Context: an optimization exercise on an open-source flow, tuned for small area, a short achievable clock period and few clock cycles. The choices shown serve that exercise and are no tape-out recipe.
In this exercise RTL edits were held to simulation tests only and were not proved equivalent to the original.
No activity file was given, so power comes from the tool's default toggle rates.

Design top_module, start of the top module:
module top_module(clk,rst,mem_addr,mem_wdata,mem_rdata,mem_rd,mem_wr,mem_ready);
  input clk,rst;
  output [15:0] mem_addr,mem_wdata;
  input  [15:0] mem_rdata;
  output mem_rd,mem_wr;
  input  mem_ready;
  reg sF, sW, sJ, sD1, sD2, sSW, sJR, sJ2;    
  reg pinc;                      
  reg xp;                        
  reg [15:0] PC;
  reg [15:0] IR, MDR;
  reg fS, fZ, fV, fC;
  reg [15:0] R0,R1,R2,R3,R4,R5,R6,R7;
  reg [7:0] vld;                 
  function [9:0] dec;            
    input [6:0] op;
    reg alu;
    begin
      alu = op[6] & ~op[2] & (~op[5] | (op[4:3] == 2'b00));
      dec[9] = (op[6:2] == 5'b00111);
      dec[8] = (op[6:2] == 5'b00101);
      dec[7] = ((op[6:2] == 5'b01001) | (op[6:2] == 5'b01011) | (op[6:2] == 5'b01101)) & (op[1:0] != 2'b11);
      dec[6] = (op[6:3] == 4'b1101);
      dec[5] = alu;
      dec[4] = (op[6:1] == 6'b011101);
      dec[3] = (op == 7'b0111001);
      dec[2] = (op == 7'b0111000);
      dec[1] = (op[6:4] == 3'b000);
      dec[0] = (op[6:1] == 6'b011101 & op[0]) | (alu & (op[1:0] == 2'b11)) | (op[6:4] == 3'b000 & op[3]);
    end
  endfunction
  wire [6:0] op = IR[15:9];
  wire [2:0] rb = IR[8:6], rx = IR[5:3], rd = IR[2:0];
  wire [9:0] di = dec(op);
  wire i_jr = di[9], i_jal = di[8], i_jcc = di[7], i_neg = di[6], i_alu = di[5],
       i_ld = di[4], i_mov = di[3], i_ldi = di[2], i_st = di[1], i_ind = di[0];
  wire [1:0] mode = op[1:0];
  wire [2:0] fn = op[5:3];
  wire i_mem = i_ld | (i_alu & mode[1]) | i_st;
  wire [9:0] dn = dec(mem_rdata[15:9]);
  wire n_jr = dn[9];
  wire n_two = dn[8] | dn[7] | dn[4] | dn[2] | dn[1] | (dn[5] & (mem_rdata[10:9] != 2'b01));
  wire n_x1 = dn[3] | dn[6] | (dn[5] & (mem_rdata[10:9] == 2'b01));
  reg cond;
  always @(*) begin
    case ({op[4:3], op[1:0]})
      4'b0000: cond = 1'b1;
      4'b0001: cond = fZ;
      4'b0010: cond = ~fZ;
      4'b0100: cond = fC;
      4'b0101: cond = ~fC;
      4'b0110: cond = fV;
      4'b1000: cond = ~fV;
      4'b1001: cond = fS;
      4'b1010: cond = ~fS;
      default: cond = 1'b0;
    endcase
  end
  reg [7:0] psel, qsel;           
  reg pm;                         
  wire [7:0] pdec = psel;
  wire [7:0] qdec = qsel;
  wire [15:0] P = ({16{pdec[0]}} & R0) | ({16{pdec[1]}} & R1) | ({16{pdec[2]}} & R2) | ({16{pdec[3]}} & R3) |
  ...
Size: roughly 1,600 cells after synthesis, roughly 210 flip-flops, about 53 I/O pins, roughly 0.013 mm² of cells after synthesis.
Settings: LEC_CHECK=0, ABC_AREA=1, CAP_MARGIN=20, CORE_MARGIN=2, CORE_UTILIZATION=75, CTS_BUF_LIST=sky130_fd_sc_hd__clkbuf_8, CTS_CLUSTER_DIAMETER=60, CTS_CLUSTER_SIZE=14, SLEW_MARGIN=20, SYNTH_MEMORY_MAX_BITS=16384; clock period 12.0 ns.
standard.sh (not shown) runs the stock make flow with config.mk's settings and CLKGATE_MAP_FILE= SYNTH_SCRIPT=/design/flow/synth_recipe.tcl, a recipe that flattens the netlist after the stock synthesis.
==> flow/flow/run.sh <==
#!/bin/bash
# Layout flow: the standard flow, with timing repair aimed below the period
# (repair_timing's setup margin) and plain buffers on the ports; the constraints
# are the standard flow's, unchanged.
bash standard.sh SETUP_SLACK_MARGIN=7.25 "BUFFER_PORTS_ARGS=-buffer_cell sky130_fd_sc_hd__buf_2" finish > standard.log 2>&1
The baseline finished clean.
Testbench counts at the start, summed over its fixed seeds: cycles 7,362.
==> next run, changes <==
--- a/flow/config.mk
+++ b/flow/config.mk
@@ -9,8 +9,8 @@
 export CAP_MARGIN = 20
 export CORE_MARGIN = 2
-export CORE_UTILIZATION = 75
+export CORE_UTILIZATION = 70
 export CTS_BUF_LIST = sky130_fd_sc_hd__clkbuf_8
 export CTS_CLUSTER_DIAMETER = 60
-export CTS_CLUSTER_SIZE = 14
+export CTS_CLUSTER_SIZE = 10
 export SLEW_MARGIN = 20
 export SYNTH_MEMORY_MAX_BITS = 16384
Effect:
- The changed run ran to the end with no violations
- die area went up by a few percent
- clock skew came out lower by 0.013 ns
- worst hold slack gains 0.0033 ns
- power went up slightly
- utilization falls by 5.4 points
==> next run, changes <==
--- a/flow/config.mk
+++ b/flow/config.mk
@@ -12,5 +12,5 @@
 export CTS_BUF_LIST = sky130_fd_sc_hd__clkbuf_8
 export CTS_CLUSTER_DIAMETER = 60
-export CTS_CLUSTER_SIZE = 10
+export CTS_CLUSTER_SIZE = 14
 export SLEW_MARGIN = 20
 export SYNTH_MEMORY_MAX_BITS = 16384
Outcome: The new run ran to the end with no violations. Synthesized area is unchanged. Non-clock buffer count increases by 4. Hold slack is better by 0.0038 ns.
==> next run, changes <==
==> flow/flow/run.sh (replaced) <==
#!/bin/bash
# Layout flow: the standard flow, with timing repair aimed below the period
# (repair_timing's setup margin) and plain buffers on the ports; the constraints
# are the standard flow's, unchanged.
bash standard.sh SETUP_SLACK_MARGIN=7.35 "BUFFER_PORTS_ARGS=-buffer_cell sky130_fd_sc_hd__buf_2" finish > standard.log 2>&1
Final cell count went up by 0.97%.
Sequential power hardly moves.
Final area rose by 1.7%.
Worst setup slack is worse by 0.11 ns.
Non-clock buffer count climbs by 10.
Combinational power is higher by about 2%.
Sequential cell count does not change.
Global-route usage fell by 0.10 points.
Area after synthesis does not change.
Worst hold slack got worse by 0.0078 ns.
Wire length fell by 0.43%.

static timing again, ports no longer ideal:
The results above use ideal ports. As a check the final layouts listed here were re-extracted and re-timed, cells and wires unchanged.
Step 1: set_driving_cell puts a clkbuf_16 on clk and a buf_2 on each other input, an assumption about the parent block.
Step 2 adds t to the input delays and takes it off the output delays; t is the mean of the earliest and latest rising clock arrival at the registers after step 1. Input paths then give back, and output paths get back, about the clock's delay inside the block.
Slacks: ideal ports / drivers / drivers and shift; pairs: ideal ports / drivers.
run | shift t [ns] | slack for setup (ns) | worst setup path at the end | worst data-port slew with drivers (ns) | pins driven straight from the clock port
the first run | 0.579 | 7.308 / 7.264 / 6.839 | input to register | 0.03 | 1
the second run | 0.611 | 7.293 / 7.249 / 6.851 | input to register | 0.04 | 1
the third run | 0.579 | 7.324 / 7.280 / 6.895 | input to register | 0.03 | 1
the fourth run | 0.598 | 7.212 / 7.169 / 6.880 | input to register | 0.04 | 1
After both steps setup and hold are still met in every run listed. For the first run, which loses most, drivers alone change the setup slack by -0.044 ns; drivers and shift together by -0.469 ns.
